Source: an optimization exercise on an open RTL-to-GDS flow (aim: small area, a short achievable clock period and few clock cycles per item). Production flows keep margins and buffers that such runs may drop. Only simulation tests tie the RTL to the original design; equivalence was not proved.

<file path="flow/design.v">
module rsmul (
    r_r, 
    r_i, 
    s_r, 
    mul_r, 
    mul_i
);
    input signed [5:0] r_r, r_i;
    input [1:0] s_r;
    output signed [8:0] mul_r, mul_i;
    wire signed [2:0] s;
    assign s = {1'b0, s_r};
    assign mul_r = s * r_r;
    assign mul_i = s * r_i;
endmodule
module ml_demodulator(
    i_clk,
    i_reset,
    i_trig,
    i_y_hat,
    i_r,
    i_rd_rdy,
    o_rd_vld,
    o_llr,
    o_hard_bit
);
input i_clk;
input i_reset;
input i_trig;
input [159:0] i_y_hat;
input [319:0] i_r;
input i_rd_rdy;
output o_rd_vld;
output [7:0] o_llr;
output o_hard_bit;
function [11:0] abs1;             
    input [11:0] x;
    abs1 = x[11] ? ~x : x;
endfunction
function [11:0] sx10;             
    input [9:0] x;
    sx10 = {{2{x[9]}}, x};
endfunction
function [9:0] rsx;
    input [9:0] r, i;
    input s, t;
    rsx = (r ^ {10{s}}) + (i ^ {10{t}});
endfunction
function [11:0] wmin;
    input [11:0] x;
    input [9:0]  a;
    reg   [11:0] w;
    begin
        w = abs1(x) + {3'b111, a[8:0]} + {11'd0, ~x[11]};
        wmin = {1'b0, abs1(w)} & 12'h7ff;      
    end
endfunction
function warg;
    input [11:0] x;
    input [9:0]  a;
    warg = a[9] ? (~x[11] | (&x)) : x[11];
endfunction
wire [39:0] r34, r24, r14, r23, r13, r12;
wire [19:0] r44, r33, r22, r11;
assign {r44, r34, r24, r14, r33, r23, r13, r22, r12, r11} = i_r;
wire [39:0] y4 = i_y_hat[159:120], y3 = i_y_hat[119:80], y2 = i_y_hat[79:40], y1 = i_y_hat[39:0];
reg [5:0] y4r, y4i, y3r, y3i, y2r, y2i, y1r, y1i;
reg [9:0] q44, q33, q22, q11;
reg [9:0] q34r, q34i, q24r, q24i, q14r, q14i, q23r, q13r, q13i, q12r, q12i;
reg [7:0] q23i;
always @(posedge i_clk) begin
    if (i_trig) begin
        y4r <= y4[18:13]; y4i <= y4[38:33];
        y3r <= y3[18:13]; y3i <= y3[38:33];
        y2r <= y2[18:13]; y2i <= y2[38:33];
        y1r <= y1[18:13]; y1i <= y1[38:33];
        q44 <= r44[19:10]; q33 <= r33[19:10]; q22 <= {r22[19], ~(r22[18:10] ^ {9{r22[19]}})};
        q11 <= {r11[19], ~(r11[18:10] ^ {9{r11[19]}})};
        q34r <= r34[19:10]; q34i <= r34[39:30];
        q24r <= r24[19:10]; q24i <= r24[39:30];
        q14r <= r14[19:10]; q14i <= r14[39:30];
        q23r <= r23[19:10]; q23i <= r23[39:32];
        q13r <= r13[19:10]; q13i <= r13[39:30];
        q12r <= r12[19:10]; q12i <= r12[39:30];
    end
end
function [11:0] y12;
    input [5:0] y;
    reg [7:0] t;
    begin
        t = {{2{y[5]}}, y} + {y[5], y, 1'b0};
        y12 = {{2{t[7]}}, t, 2'b00};
    end
endfunction
reg        run;         
reg [3:0]  idx;         
reg        vB, vC, vD;
reg [3:0]  idxD;        
always @(posedge i_clk or posedge i_reset) begin
    if (i_reset) begin
        run <= 1'b0; idx <= 4'd0;
        vB <= 1'b0; vC <= 1'b0; vD <= 1'b0;
        idxD <= 4'd0;
    end else begin
        if (i_trig) begin
            run <= 1'b1; idx <= 4'd0;
        end else if (run) begin
            idx <= idx + 4'd1;
            if (idx == 4'd15) run <= 1'b0;
        end
        vB <= run; vC <= vB; vD <= vC;
        if (vD) idxD <= idxD + 4'd1;
    end
end
wire [1:0] j4 = idx[3:2];
wire [1:0] m  = idx[1:0];
wire [9:0]  rs44r = q44 ^ {{9{j4[0]}}, 1'b1};
wire [9:0]  rs44i = q44 ^ {{9{j4[1]}}, 1'b1};
wire [11:0] a4r = y12(y4r) - sx10(rs44r);     
wire [11:0] a4i = y12(y4i) - sx10(rs44i);
wire [9:0]  rs34r = rsx(q34r, q34i, j4[0], ~j4[1]);
wire [9:0]  rs34i = rsx(q34r, q34i, j4[1],  j4[0]);
wire [11:0] x3r = y12(y3r) - sx10(rs34r) - sx10(q33 ^ {10{m[0]}});
wire [11:0] x3i = y12(y3i) - sx10(rs34i) - sx10(q33 ^ {10{m[1]}});
wire [10:0] a4ra = abs1(a4r);
wire [10:0] a4ia = abs1(a4i);
wire [10:0] l4 = {1'b0, a4ra[9:0]} + {1'b0, a4ia[9:0]};
wire [9:0]  rs24r = rsx(q24r, q24i, j4[0], ~j4[1]);
wire [9:0]  rs24i = rsx(q24r, q24i, j4[1],  j4[0]);
wire [10:0] t23r = {1'b0, q23r} ^ {{9{m[0]}}, 2'b0};
wire [10:0] t23r2 = {q23i ^ {8{~m[1]}}, 2'b00};
wire [10:0] t23i = {q23r[9:1] ^ {9{m[1]}}, 1'b0};
wire [10:0] t23i2 = {q23i[7:1] ^ {7{m[0]}}, 3'b0};
wire [9:0]  rs23r = t23r[9:0] + t23r2[9:0];
wire [9:0]  rs23i = t23i[9:0] + t23i2[9:0];
wire [11:0] x2r = {y12(y2r)} + 12'd2 - sx10(rs24r) - sx10(rs23r);
wire [11:0] x2i = {y12(y2i)} + 12'd2 - sx10(rs24i) - sx10(rs23i);
wire [9:0]  rs14r = rsx(q14r, q14i, j4[0], ~j4[1]);
wire [9:0]  rs14i = rsx(q14r, q14i, j4[1],  j4[0]);
wire [9:0]  rs13r = rsx(q13r, q13i, m[0], ~m[1]);
wire [9:0]  rs13i = rsx(q13r, q13i, m[1],  m[0]);
wire [11:0] x1br = y12(y1r) - sx10(rs14r) - sx10(rs13r);
wire [11:0] x1bi = y12(y1i) - sx10(rs14i) - sx10(rs13i);
reg [11:0] x2rB, x2iB, x1brB, x1biB, x3rB, x3iB;
reg [10:0] lB;
always @(posedge i_clk) begin
    x2rB <= x2r; x2iB <= x2i; x1brB <= x1br; x1biB <= x1bi;
    x3rB <= x3r; x3iB <= x3i;
    lB <= l4;
end
wire        p2r = warg(x2rB, q22);
wire        p2i = warg(x2iB, q22);
wire [12:0] lBn = lB + abs1(x3rB) + abs1(x3iB) + wmin(x2rB, q22) + wmin(x2iB, q22);
wire [9:0]  rs12r = rsx(q12r, q12i, p2r, ~p2i);
wire [9:0]  rs12i = rsx(q12r, q12i, p2i,  p2r);
wire [11:0] x1r = x1brB - sx10(rs12r);
wire [11:0] x1i = x1biB - sx10(rs12i);
reg [11:0] x1rC, x1iC;
reg [12:0] lC;
reg [1:0]  p2C;
always @(posedge i_clk) begin
    x1rC <= x1r; x1iC <= x1i;
    lC <= lBn;
    p2C <= {p2i, p2r};
end
wire        p1r = warg(x1rC, q11);
wire        p1i = warg(x1iC, q11);
wire [12:0] tC = lC + wmin(x1rC, q11) + wmin(x1iC, q11);
reg [12:0] tD;
reg [1:0]  p1D, p2D;
always @(posedge i_clk) begin
    tD <= tC;
    p1D <= {p1i, p1r};
    p2D <= p2C;
end
reg [12:0] best;
reg [7:0]  res;
reg        have;
reg [2:0]  ptr;
wire take = vD & ((idxD == 4'd0) | (tD < best));
wire last = vD & (idxD == 4'd15);
wire rd   = i_rd_rdy & (have | last);
always @(posedge i_clk) begin
    if (take) begin
        best <= tD;
        res  <= {idxD, p2D, p1D};
    end
end
always @(posedge i_clk or posedge i_reset) begin
    if (i_reset) begin
        have <= 1'b0;
        ptr  <= 3'd0;
    end else begin
        if (last) begin
            have <= 1'b1;
            ptr  <= {2'b00, i_rd_rdy};
        end else if (rd) begin
            ptr <= ptr + 3'd1;
            if (ptr == 3'd7) have <= 1'b0;
        end
    end
end
assign o_rd_vld   = rd;
assign o_hard_bit = last ? (take ? p1D[0] : res[0]) : res[ptr];
assign o_llr      = {o_hard_bit, 6'b000000, 1'b1};
endmodule
</file>
<file path="flow/flow/run.sh">
#!/bin/bash
# Standard layout (the standard.sh), with
#  - the port buffers made of plain buffer cells (buf_1) instead of the
#    delay-buffer cells buffer_ports picks by default (every input and
#    output port still gets its own buffer);
#  - timing repair asked to over-fix setup by 6.25 ns (the constraints and
#    the clock period are unchanged);
#  - a clock tree with larger sink clusters and no dummy loads.
set -o pipefail
export BUFFER_PORTS_ARGS="-buffer_cell sky130_fd_sc_hd__buf_1"
export SETUP_SLACK_MARGIN=6.25
export CTS_ARGS="-sink_clustering_enable -repair_clock_nets -dont_use_dummy_load -sink_clustering_size 16 -sink_clustering_max_diameter 60 -buf_list sky130_fd_sc_hd__clkbuf_8"
bash standard.sh > standard_flow.log 2>&1
</file>
<file path="flow/standard.sh">
#!/bin/bash
# synth_recipe.tcl (not shown) runs the flow's synth.tcl, then flattens the netlist and writes it again
# the make line also repeats each setting of config.mk as NAME=value (left out here)
make -C /OpenROAD-flow-scripts/flow DESIGN_CONFIG=/design/flow/config.mk WORK_HOME=/design/flow/orfs CLKGATE_MAP_FILE= SYNTH_SCRIPT=/design/flow/synth_recipe.tcl "${@:-finish}"
</file>
<file path="flow/config.mk">
export PLATFORM = sky130hd
export DESIGN_NAME = ml_demodulator
export DESIGN_NICKNAME = ml_demodulator
export VERILOG_FILES = /design/flow/design.v
export SDC_FILE = /design/flow/constraint.sdc
export NUM_CORES = 4
export LEC_CHECK = 0
export ABC_AREA = 1
export CAP_MARGIN = 20
export CORE_MARGIN = 2
export CORE_UTILIZATION = 55
export PLACE_DENSITY = 0.7
export SLEW_MARGIN = 20
</file>
<file path="flow/constraint.sdc">
create_clock -name core_clock -period 11.0 [get_ports {i_clk}]
set_input_delay 2.2000 -clock core_clock [delete_from_list [all_inputs] [get_ports {i_clk}]]
set_output_delay 2.2000 -clock core_clock [all_outputs]
set_load 0.01 [all_outputs]
</file>
==> flow_metrics.tcl, run 1 <==
set metrics [dict create \
    wl_per_cell_um 16.18 \
    grt_pass1_vias 19739 \
    finClkSkew_ps 86.24 \
    syn_inst 2949 \
    required_ps 8800 \
    fin_area_um2 32080 \
    portBuffers 212 \
    grt-ovfl-total 0 \
    num_vias 19835 \
    die_height_um 234.3 \
    crit_buf_inv 3 \
    grt_use_met1_pct 30.28 \
    period_share_pct 43.17 \
    crit_slowest_cell "buf_6" \
    fillers 4480 \
    ys_types 52 \
    drc 0 \
    synth_flop_cell "edfxtp_1" \
    die_area_um2 54890 \
    cp_cell_sequence "buf_6, o21ai_4, inv_2, buf_6" \
    placement_rows 84 \
    end_kind "primary output" \
    grt_pass1_wl_um 98660 \
    ys_ff_latch 382 \
    setup-violations-final 0 \
    dp_hpwl_um 50840 \
    antenna_found_initial 4 \
    core_area_um2 52450 \
    drv_slew 0 \
    htreeDepth 2 \
    use_met3_pct 3.502 \
    min_path_type "register to register" \
    areaGrowthSynthToFinish_pct 9.982 \
    ant_nets 0 \
    synth_edf_count 227 \
    cts_buffers 39 \
    critPathMaxStageDelay_ps 120 \
    use_met2_pct 38.36 \
    fin_setup_tns_ps 0 \
    clock.fmax_mhz 210.6 \
    grt_util_all_layers_pct 22.97 \
    place_area_um2 30660 \
    path_clk_slew_ps 90 \
    status "no timing/DRC/antenna violations" \
    drtPass1Iterations 5 \
    tightest_slew_ps 928.7 \
    clk_path_buf_depth 3 \
    drtIter0Drc 811 \
    max-slew-margin-rel_pct 38.08 \
    ios 494 \
    synth-async-reset-ratio_pct 4.188 \
    fin_crit_ps 4748 \
    ys_warn_count 1 \
    critPathKind "primary input to primary output" \
    gp_congestion 0.9292 \
    ctsHoldBuffers 0 \
    clock-root-buffer "clkbuf_8" \
    rsz0062_at_grt "yes" \
    drt_wl_total_um 62990 \
    vias_per_cell 5.094 \
    crit_top_cell "buf_6" \
    syn_area_um2 29170 \
    clock_latency_ps 650 \
    grt_max_degree 158 \
    layout.nets 4170 \
    start_util_pct 55.62 \
    clock-sinks 382 \
    start_kind "primary input" \
    avgSynthCellArea_um2 9.891 \
    drive_gt1_share_pct 5.901 \
    busiest_layer "met2" \
    path_max_fanout 2 \
    seq_area_frac_synth_pct 34.28 \
    cts_tree "done" \
    maxCapViolations 0 \
    hold_viol 0 \
    path_delay_family "buffers and inverters" \
    die_w_um 234.3 \
    arrival_ps 2550 \
]
==> synthesized netlist by cell type, drive strengths merged (9+ instances only) <==
library cell | n | area, µm²
clkbuf | 16 | 60.06
dfxtp | 139 | 2783
a21oi | 257 | 1286
buf | 33 | 195.2
xnor2 | 242 | 2138
o211ai | 9 | 67.56
a21o | 21 | 157.7
nand3 | 103 | 520.5
nor2 | 111 | 416.7
edfxtp | 227 | 6817
fa | 125 | 2502
dfrtp | 16 | 400.4
o21bai | 19 | 142.6
inv | 436 | 1637
xor2 | 405 | 3581
ha | 356 | 4454
o21ai | 83 | 422.9
nand2 | 272 | 1046
nand4 | 15 | 93.84
nor3 | 20 | 110.1
==> metal layers <==
| layer | vias to the layer above | wire length (µm) |
|---|---|---|
| li1 | 10139 | - |
| met5 | - | 11 |
| met1 | 9212 | 28600 |
| met3 | 107 | 2770 |
| met2 | 375 | 29350 |
| met4 | 2 | 2251 |
==> cells by family (layout without fill, tap and decap cells) <==
kind of cell	Yosys count	after routing	share of synthesized area, %
flops	382	382	34.28
compound gates	418	418	7.944
buf+inv	485	734	6.486
xor+xnor	647	647	19.61
other cells	2	10	0.02575
simple gates	533	533	7.764
mux	1	1	0.03860
fa+ha+maj	481	481	23.85
==> flip-flops by register name (all words and copies together), names as in the netlist, 11 cells and up <==
| register | count |
|---|---|
| best | 13 |
| lC | 13 |
| tD | 13 |
| x1biB | 12 |
| x1brB | 12 |
| x1iC | 12 |
| x1rC | 12 |
| x2iB | 12 |
| x2rB | 12 |
| x3iB | 12 |
| x3rB | 12 |
| lB | 11 |
==> worst paths after layout <==
check | slack, ps | start | depth (start not counted) | to
setup / recovery | 6250 | i_rd_rdy | 4 | o_rd_vld
hold / removal | 340 | p2C[1] | 0 | p2D[1]
setup reg to reg | 6400 | x2rB[11] | 24 | lC[12]
hold reg to reg | 340 | p2C[1] | 0 | p2D[1]
max in group asynchronous | 8680 | i_reset | 2 | idx[1]
min in group asynchronous | 1680 | i_reset | 2 | vB
==> layout by cell type (no fill, tap or decap), drive strengths merged, types with 41 or more instances in the layout <==
cell type,count
inv,436
xor2,405
ha,356
nand2,272
a21oi,257
buf,257
xnor2,242
edfxtp,227
dfxtp,139
fa,125
nor2,111
nand3,103
o21ai,83
clkbuf,41
==> through the flow <==
step	util, %	cells	hold WS (ps)	worst slack, ps
floorplan	-	2954	309.6	6298
finish	61.17	3894	336.5	6252
CTS	59.92	3864	337.2	6233
detailed placement	58.46	3811	315.0	5663
global route	61.16	3893	353.4	6128
global placement	58.46	3811	312.0	5731
==> timing repair <==
item / 4_1_cts / 5_1_grt
hold endpoints to repair: 0 / 0
pin swaps: 3 / 36
resized for setup: 32 / 101
setup buffers: 14 / 27
setup endpoints to repair: 37 / 24
==> area by class of cell <==
cell class                      count  area [µm²]  share of cell area (%)
Timing Repair Buffer              259        1266                   3.947
Inverter                          436        1637                   5.102
Clock buffer                       39       536.8                   1.673
Multi-Input combinational cell   2087       17750                   55.33
Antenna cell                        3       7.507                 0.02340
Tap cell                          688       860.8                   2.683
Sequential cell                   382       10020                   31.24
Testbench counts, summed over its fixed seeds: cycles 24,968, items 960.
==> run 2, diff against run 1 <==
--- a/flow/flow/run.sh
+++ b/flow/flow/run.sh
@@ -9,5 +9,5 @@
 set -o pipefail
 export BUFFER_PORTS_ARGS="-buffer_cell sky130_fd_sc_hd__buf_1"
 export SETUP_SLACK_MARGIN=6.25
-export CTS_ARGS="-sink_clustering_enable -repair_clock_nets -dont_use_dummy_load -sink_clustering_size 16 -sink_clustering_max_diameter 60 -buf_list sky130_fd_sc_hd__clkbuf_8"
+export CTS_ARGS="-sink_clustering_enable -repair_clock_nets -dont_use_dummy_load -sink_clustering_size 20 -sink_clustering_max_diameter 70 -buf_list sky130_fd_sc_hd__clkbuf_8"
 bash standard.sh > standard_flow.log 2>&1
--- a/flow/config.mk
+++ b/flow/config.mk
@@ -9,5 +9,6 @@
 export CAP_MARGIN = 20
 export CORE_MARGIN = 2
 export CORE_UTILIZATION = 55
+export GPL_TIMING_DRIVEN = 0
 export PLACE_DENSITY = 0.7
 export SLEW_MARGIN = 20
==> run 2 against run 1 <==
  * Still clean
  * Sequential share of layout area fell by 0.64 points
  * First-iteration DRC count is 21% higher
  * Synthesized cell count stayed put
  * Wire length is 6.8% higher
  * Final cell count rose by 1.4%
  * Highest routed layer is now met4
  * Register-to-register slack lost 40 ps
  * Maximum frequency decreased by 2.3%
  * Via count up 1.7%
==> flow_metrics.tcl, run 2 <==
set metrics [dict create \
    clk_path_buf_depth 3 \
    grt_pass1_vias 20495 \
    busiest_layer "met2" \
    multiInputGateArea_um2 17920 \
    ys_ff_latch 382 \
    yosys.area.top_type_share_pct 23.37 \
    clock.fmax_mhz 205.8 \
    drtIter0Drc 979 \
    synth_edf_count 227 \
    grt_pass1_wl_um 103900 \
    start_util_pct 55.62 \
    ios 494 \
    rsz0062_at_grt "yes" \
    fin_area_um2 32700 \
    layout_commonest_cell "inv_1" \
    yosys.cell_count.top_type "inv_1" \
    cts_buffers 31 \
    place_area_um2 30970 \
    avgSynthCellArea_um2 9.891 \
    portBuffers 212 \
    areaGrowthSynthToFinish_pct 12.09 \
    path_clk_slew_ps 100 \
    gp_congestion 0.9581 \
    synth_common_cells "inv_1 (435), xor2_1 (402), ha_1 (356)" \
    die_height_um 234.3 \
    antenna_found_initial 2 \
    clock-root-buffer "clkbuf_8" \
    drc 0 \
    yosysTopAreaCell "edfxtp_1" \
    hp-start "p2C[0]" \
    r2r_start "x2rB[11]" \
    worst_slack_ps 6141 \
    drive_gt1_share_pct 8.282 \
    top_regs "best: 13 flops, lC: 13 flops, tD: 13 flops" \
    htreeDepth 1 \
    synth-async-reset-ratio_pct 4.188 \
    end_kind "primary output" \
    use_met2_pct 43.29 \
    max-slew-margin-rel_pct 41.03 \
    die_area_um2 54890 \
    maxCapViolations 0 \
    critPathKind "primary input to primary output" \
    path_max_fanout 2 \
    ys_types 52 \
    die_w_um 234.3 \
    setup-violations-final 0 \
    r2r_end "lC[12]" \
    min_path_type "register to register" \
    syn_area_um2 29170 \
    num_vias 20174 \
    r2r_cells 26 \
    grt-ovfl-total 0 \
    drtPass1Iterations 7 \
    arrival_ps 2660 \
    seq_area_frac_synth_pct 34.28 \
    final_cell_mix "inv_1 (429), xor2_1 (389), ha_1 (342), nand2_1 (257), a21oi_1 (237)" \
    tightest_slew_ps 883.6 \
    use_met3_pct 2.006 \
    clock-sinks 382 \
    clock_latency_ps 670 \
    dp_hpwl_um 55010 \
    fillers 4342 \
    preCtsSetupSlack_ps 5353 \
    wl_per_cell_um 17.04 \
    period_share_pct 44.17 \
    ys_warn_count 1 \
    status "no timing/DRC/antenna violations" \
    vias_per_cell 5.107 \
    required_ps 8800 \
    start_kind "primary input" \
    finClkSkew_ps 53.98 \
    r2r_slack_ps 6360 \
    hold_viol 0 \
    grt_util_all_layers_pct 24.24 \
    regArea_um2 10000 \
    placement_rows 84 \
    cts_tree "done" \
    grt_max_degree 38 \
    ctsHoldBuffers 0 \
    core_area_um2 52450 \
    drt_wl_total_um 67300 \
    grt_use_met1_pct 31.53 \
    startpoint "i_rd_rdy" \
    ant_nets 0 \
    drv_slew 0 \
    layout.nets 4227 \
    synth_flop_cell "edfxtp_1" \
    synthTopCellsByArea "edfxtp_1 (23%), ha_1 (15%), xor2_1 (12%)" \
    fin_crit_ps 4859 \
    fin_setup_tns_ps 0 \
    utilization_pct 62.34 \
    syn_inst 2949 \
    cp-endpoint "o_rd_vld" \
]
## run 2: cell types whose count changed in the layout (fill, tap and decap cells not counted), sizes merged
cell / before / now
clkbuf: 41 / 46
buf: 257 / 309
diode: 3 / 2
## run 2: cell type report
| class | count | area share (%) |
|---|---|---|
| repair buffers | 275 | 4.466 |
| plain buffers | 49 | 1.171 |
| clock buffers | 31 | 1.305 |
| flip-flops and latches | 382 | 30.60 |
| inverters | 436 | 5.006 |
| diodes | 2 | 0.01531 |
| multi-input cells | 2087 | 54.80 |
| well taps | 688 | 2.633 |
## run 2: cell families (layout without fill, tap and decap cells)
| family | after synthesis | count (layout) | share of synthesized area, % |
|---|---|---|---|
| and+or+nand+nor | 533 | 533 | 7.764 |
| adders and majority gates | 481 | 481 | 23.85 |
| DFF | 382 | 382 | 34.28 |
| buffers and inverters | 485 | 791 | 6.486 |
| AOI/OAI and AO/OA | 418 | 418 | 7.944 |
| xor gates and xnor gates | 647 | 647 | 19.61 |
| muxes | 1 | 1 | 0.03860 |
| other | 2 | 9 | 0.02575 |
## run 2: per-layer routing
layer	vias up	routed length (µm)	part of all wire, %
met5	-	0	0
met4	0	2112	3.1
met3	97	2187	3.2
met2	376	33320	50
met1	9463	29670	44
li1	10238	-	-
## run 2: how the worst min path moves through the flow
stage | to | slack (ps) | cells after the start
2_1_floorplan | p2D[0] | 310 | 0
3_3_place_gp | p2D[1] | 310 | 0
3_5_place_dp | p2D[0] | 320 | 0
4_1_cts | p2D[0] | 340 | 0
5_1_grt | p2D[0] | 350 | 0
6_report | p2D[0] | 340 | 0
## run 2: repair_timing
item,CTS,global route
setup endpoints to repair,40,33
buffers inserted,32,25
resized for setup,74,167
pin swaps,8,55
cloned,0,0
## run 2: metrics by stage
step | hold slack (ps) | instances
2_1_floorplan | 309.6 | 2954
5_1_grt | 345.7 | 3950
3_5_place_dp | 317.9 | 3860
6_report | 338.2 | 3950
3_3_place_gp | 314.3 | 3854
4_1_cts | 342.2 | 3923
## run 2: worst max-delay path, cell delays in order
cell and delay [ps]:
buf_8 100, o21ai_4 60, inv_2 70, buf_6 110
buf_6 110
==> run 3, diff against run 2 <==
--- a/flow/config.mk
+++ b/flow/config.mk
@@ -9,6 +9,5 @@
 export CAP_MARGIN = 20
 export CORE_MARGIN = 2
 export CORE_UTILIZATION = 55
-export GPL_TIMING_DRIVEN = 0
 export PLACE_DENSITY = 0.7
 export SLEW_MARGIN = 20
==> run 3 against run 2 <==
  * Still clean
  * Global-route usage is 1.2 points lower
  * Die area did not move
  * Utilization down 1.5 points
  * Non-clock buffer count shrank 68
  * Count of clock-buffer cells in the layout up 4
  * Clock skew grew 27 ps
  * Maximum frequency is 2.5% higher
  * Final cell count shrank 1.6%
  * Largest cell class unchanged
==> flow_metrics.tcl, run 3 <==
set metrics [dict create \
    hold_viol 0 \
    ant_nets 0 \
    wl_per_cell_um 16.21 \
    cts_tree "done" \
    antenna_found_initial 4 \
    synth_xor_xnor_area_share_pct 19.61 \
    portBuffers 212 \
    htreeDepth 2 \
    syn_inst 2949 \
    fillers 4506 \
    ys_warn_count 1 \
    layout_commonest_cell "inv_1" \
    synth_common_cells "inv_1 (435), xor2_1 (402), ha_1 (356)" \
    layout.nets 4164 \
    critPathKind "primary input to primary output" \
    avgSynthCellArea_um2 9.891 \
    muxShareOfSynthArea_pct 0.03861 \
    grt_pass1_wl_um 98870 \
    syn_area_um2 29170 \
    startpoint "i_rd_rdy" \
    cp_cell_sequence "buf_6, o21ai_4, inv_2, buf_6" \
    critPathMaxStageDelay_ps 120 \
    utilization_pct 60.82 \
    min_path_type "register to register" \
    gp_congestion 0.9292 \
    clock-sinks 382 \
    drt_wl_total_um 63020 \
    start_util_pct 55.62 \
    maxCapViolations 0 \
    r2r_cells 25 \
    tightest_slew_ps 932.7 \
    synth_simple_gate_area_share_pct 7.764 \
    grt-ovfl-total 0 \
    regArea_um2 10030 \
    clock-root-buffer "clkbuf_8" \
    cts_buffers 35 \
    grt_util_all_layers_pct 23.00 \
    finClkSkew_ps 81.30 \
    core_area_um2 52450 \
    clk_path_buf_depth 3 \
    die_w_um 234.3 \
    drtIter0Drc 836 \
    yosys.area.top_type_share_pct 23.37 \
    multiInputGateArea_um2 17630 \
    die_area_um2 54890 \
    start_kind "primary input" \
    crit_buf_inv 3 \
    synth_flop_cell "edfxtp_1" \
    status "no timing/DRC/antenna violations" \
    path_max_fanout 2 \
    seq_area_frac_synth_pct 34.28 \
    r2r_start "y4r[2]" \
    vias_per_cell 5.099 \
    yosys.area_share.adder_pct 23.85 \
    clock_latency_ps 630 \
    period_share_pct 43.10 \
    path_delay_family "buffers and inverters" \
    ys_types 52 \
    crit_top_cell "buf_6" \
    final_cell_mix "inv_1 (432), xor2_1 (399), ha_1 (350), nand2_1 (259), a21oi_1 (243)" \
    hold_depth 0 \
    synth-compound-area-share_pct 7.944 \
    required_ps 8800 \
    grt_pass1_vias 19770 \
    num_vias 19826 \
    die_height_um 234.3 \
    areaGrowthSynthToFinish_pct 9.351 \
    top_regs "best: 13 flops, lC: 13 flops, tD: 13 flops" \
    synth_edf_count 227 \
    fin_crit_ps 4741 \
    fin_setup_tns_ps 0 \
    drtPass1Iterations 5 \
    arrival_ps 2540 \
    synth_top_family_by_area "adder cells" \
    crit_slowest_cell "buf_6" \
    yosysTopAreaCell "edfxtp_1" \
    ys_ff_latch 382 \
    drv_slew 0 \
    setup-violations-final 0 \
    crit_cells 4 \
    max-slew-margin-rel_pct 37.82 \
    clock.fmax_mhz 210.9 \
    dp_hpwl_um 50840 \
    grt_max_degree 158 \
    rsz0062_at_grt "yes" \
    end_kind "primary output" \
    placement_rows 84 \
    drive_gt1_share_pct 5.130 \
    path_clk_slew_ps 90 \
    hp-start "p2C[1]" \
    drc 0 \
    synth-async-reset-ratio_pct 4.188 \
    ios 494 \
    synthTopCellsByArea "edfxtp_1 (23%), ha_1 (15%), xor2_1 (12%)" \
    ctsHoldBuffers 0 \
    yosys.cell_count.top_type "inv_1" \
]
[run 3: cell counts after synthesis]
No cell type changed its count.
[run 3: metal layers]
metal	global-route usage (%)	vias to the layer above	share of wire, %
met1	30.47	9223	46
met5	0	-	0.017
met2	38.48	368	46
met4	8.176	2	3.6
met3	3.332	103	4.0
li1	-	10130	-
[run 3: logic make-up after synthesis]
group / Yosys count
DFF: 382
xor gates and xnor gates: 647
AOI/OAI and AO/OA: 418
adders and majority gates: 481
buffers and inverters: 485
muxes: 1
and+or+nand+nor: 533
other: 2
[run 3: final timing paths]
check,end,slack (ps)
worst max-delay path,o_rd_vld,6260
worst max register to register,lB[10],6400
max in group asynchronous,idx[1],8660
worst min-delay path,p2D[1],340
worst min register to register,p2D[1],340
min in group asynchronous,idx[2],1690
[run 3: cell type report]
type,count,area share (%)
clock buffers,35,1.510
diodes,3,0.02354
well taps,688,2.699
multi-input cells,2088,55.26
flip-flops and latches,382,31.44
repair buffers,256,3.935
inverters,436,5.131
[run 3: timing repair]
action,CTS,global route
gates cloned,0,2
buffers inserted,13,24
pin swaps,2,34
resized for setup,26,75
setup endpoints to repair,37,25
hold endpoints to repair,0,0
[run 3: per-stage QoR]
step	cells	hold slack (ps)	worst slack (ps)	area [µm²]
after floorplan	2954	309.6	6298	29190
after global placement	3811	312.0	5731	30660
after detailed placement	3811	315.0	5663	30660
after CTS	3859	336.8	6251	31330
after global routing	3887	353.4	6103	31890
final	3888	336.5	6259	31900
==> run 4, diff against run 3 <==
--- a/flow/config.mk
+++ b/flow/config.mk
@@ -8,6 +8,6 @@
 export ABC_AREA = 1
 export CAP_MARGIN = 20
 export CORE_MARGIN = 2
-export CORE_UTILIZATION = 55
-export PLACE_DENSITY = 0.7
+export CORE_UTILIZATION = 50
+export PLACE_DENSITY = 0.65
 export SLEW_MARGIN = 20
==> run 4 against run 3 <==
  * Global-route usage decreased by 2.5 points
  * Critical path depth unchanged
  * Count of clock-buffer cells in the layout decreased by 4
  * Critical path type unchanged
  * Clock skew up 9.8 ps
  * Largest cell class unchanged
==> flow_metrics.tcl, run 4 <==
set metrics [dict create \
    start_kind "primary input" \
    antenna_found_initial 12 \
    synth_edf_count 227 \
    ios 494 \
    drt_wl_total_um 62380 \
    grt_util_all_layers_pct 20.48 \
    path_delay_family "buffers and inverters" \
    utilization_pct 55.86 \
    grt_pass1_wl_um 98610 \
    hold-path-endpoint "p2D[0]" \
    seq_area_frac_synth_pct 34.28 \
    drv_slew 0 \
    grt_pass1_vias 19725 \
    portBuffers 212 \
    synthTopCellsByArea "edfxtp_1 (23%), ha_1 (15%), xor2_1 (12%)" \
    grt-ovfl-total 0 \
    cp_cell_sequence "buf_6, o21ai_2, inv_2, buf_6" \
    rsz0062_at_grt "yes" \
    hold_depth 0 \
    yosys.cell_count.top_type "inv_1" \
    dp_hpwl_um 51040 \
    fin_area_um2 32230 \
    hp-start "p2C[0]" \
    wl_per_cell_um 15.74 \
    synth_flop_cell "edfxtp_1" \
    fin_crit_ps 4722 \
    num_vias 19659 \
    grt_max_degree 155 \
    arrival_ps 2520 \
    core_area_um2 57700 \
    avgSynthCellArea_um2 9.891 \
    end_kind "primary output" \
    path_clk_slew_ps 110 \
    layout_commonest_cell "inv_1" \
    finClkSkew_ps 91.10 \
    yosysTopAreaCell "edfxtp_1" \
    syn_area_um2 29170 \
    syn_inst 2949 \
    r2r_start "x2rB[11]" \
    ctsHoldBuffers 0 \
    maxCapViolations 0 \
    fin_setup_tns_ps 0 \
    hold_viol 0 \
    r2r_end "lC[11]" \
    die_area_um2 60290 \
    min_path_type "register to register" \
    setup-violations-final 0 \
    top_regs "best: 13 flops, lC: 13 flops, tD: 13 flops" \
    start_util_pct 50.56 \
    yosys.area.top_type_share_pct 23.37 \
    htreeDepth 1 \
    drtPass1Iterations 7 \
    die_height_um 245.5 \
    crit_top_cell "buf_6" \
    ys_types 52 \
    crit_buf_inv 3 \
    drive_gt1_share_pct 6.170 \
    gp_congestion 0.9182 \
    clock.fmax_mhz 211.8 \
    critPathKind "primary input to primary output" \
    ys_warn_count 1 \
    cts_tree "done" \
    clock-sinks 382 \
    die_w_um 245.5 \
    r2r_cells 26 \
    required_ps 8800 \
    ant_nets 0 \
    max-slew-margin-rel_pct 41.56 \
    areaGrowthSynthToFinish_pct 10.50 \
    r2r_slack_ps 6390 \
    period_share_pct 42.93 \
    tightest_slew_ps 876.7 \
    placement_rows 88 \
    final_cell_mix "inv_1 (425), xor2_1 (397), ha_1 (340), nand2_1 (258), a21oi_1 (240)" \
    layout.nets 4160 \
    status "no timing/DRC/antenna violations" \
    clk_path_buf_depth 3 \
    drc 0 \
    synth-async-reset-ratio_pct 4.188 \
    path_max_fanout 2 \
    crit_slowest_cell "buf_6" \
    critPathMaxStageDelay_ps 110 \
    place_area_um2 30760 \
    clock-root-buffer "clkbuf_8" \
    clock_latency_ps 700 \
    ys_ff_latch 382 \
    worst_hold_slack_ps 339.8 \
    cts_buffers 31 \
    synth_common_cells "inv_1 (435), xor2_1 (402), ha_1 (356)" \
    vias_per_cell 4.962 \
    drtIter0Drc 837 \
]
## run 4: cells by family after synthesis
group                    after synthesis  share of synthesized area, %
XOR/XNOR                             647                         19.61
flip-flops                           382                         34.28
buffers and inverters                485                         6.486
adder cells (fa/ha/maj)              481                         23.85
multiplexers                           1                       0.03860
other                                  2                       0.02575
AO/OA/AOI/OAI                        418                         7.944
AND/OR/NAND/NOR                      533                         7.764
## run 4: repair_timing
item | CTS | global route
cloned | 0 | 1
resized for setup | 47 | 108
setup endpoints to repair | 37 | 31
pin swaps | 13 | 51
setup buffers | 19 | 19
## run 4: cell type report
type / instances / area, µm²
fill: 5164 / 25470
multi-input combinational: 2087 / 17900
sequential: 382 / 10020
inverter: 436 / 1637
timing repair buffer: 257 / 1281
tap: 765 / 957.2
clock buffer: 31 / 426.7
antenna: 4 / 10.01
## run 4: metrics by stage
step | cells | setup WS, ps
3_3_place_gp | 3888 | 5755
6_report | 3962 | 6278
2_1_floorplan | 2954 | 6298
4_1_cts | 3938 | 6190
3_5_place_dp | 3888 | 5710
5_1_grt | 3962 | 6166
## run 4: how the worst max path moves through the flow
stage,from,end,slack (ps),cells after the start
floorplan,i_rd_rdy,o_rd_vld,6300,2
global placement,idx[2],x2rB[11],5750,20
detailed placement,x2iB[11],x1rC[11],5710,25
CTS,x2iB[11],x1rC[11],6190,25
global route,best[2],o_llr[7],6170,12
finish,i_rd_rdy,o_rd_vld,6280,4
## run 4: metal layers
| metal | GRT usage (%) | wire length (µm) |
|---|---|---|
| met1 | 27.24 | 28710 |
| met2 | 34.43 | 29360 |
| met3 | 3.001 | 2480 |
| met4 | 6.381 | 1725 |
| met5 | 0 | 99 |

[what the ideal ports hide]
How much do the figures lean on ideal ports? The routed layouts below were timed once more, with nothing changed but the port constraints.
Step 1 (the two cells are an assumption about what drives the block):
set clk [get_ports {i_clk}]
set_driving_cell -lib_cell sky130_fd_sc_hd__clkbuf_16 $clk
set_driving_cell -lib_cell sky130_fd_sc_hd__buf_2 [delete_from_list [all_inputs] $clk]
Step 2 moves the port delays by t, midway between the first and last clock arrival at a register: inputs arrive t later, outputs are due t later. That takes back most of the time a late clock gives input paths.
Three values: ideal, step 1, step 2; two values: the first two.
| run | t (ns) | slack for setup (ns) | hold WS [ns] | worst register clock-pin slew, ns | cell pins on the clock port's net |
|---|---|---|---|---|---|
| run 1 | 0.667 | 6.252 / 6.207 / 6.207 | 0.337 / 0.337 / 0.337 | 0.10 / 0.10 | 1 |
| run 2 | 0.710 | 6.141 / 6.100 / 5.544 | 0.338 / 0.338 / 0.338 | 0.12 / 0.12 | 1 |
| run 3 | 0.649 | 6.259 / 6.214 / 6.214 | 0.336 / 0.336 / 0.336 | 0.12 / 0.12 | 1 |
| run 4 | 0.718 | 6.278 / 6.242 / 6.242 | 0.340 / 0.340 / 0.340 | 0.12 / 0.12 | 1 |
After both steps every run listed still meets setup and hold. The setup slack of run 2, which loses most, moves by -0.041 ns with the drivers and by -0.597 ns with both steps.
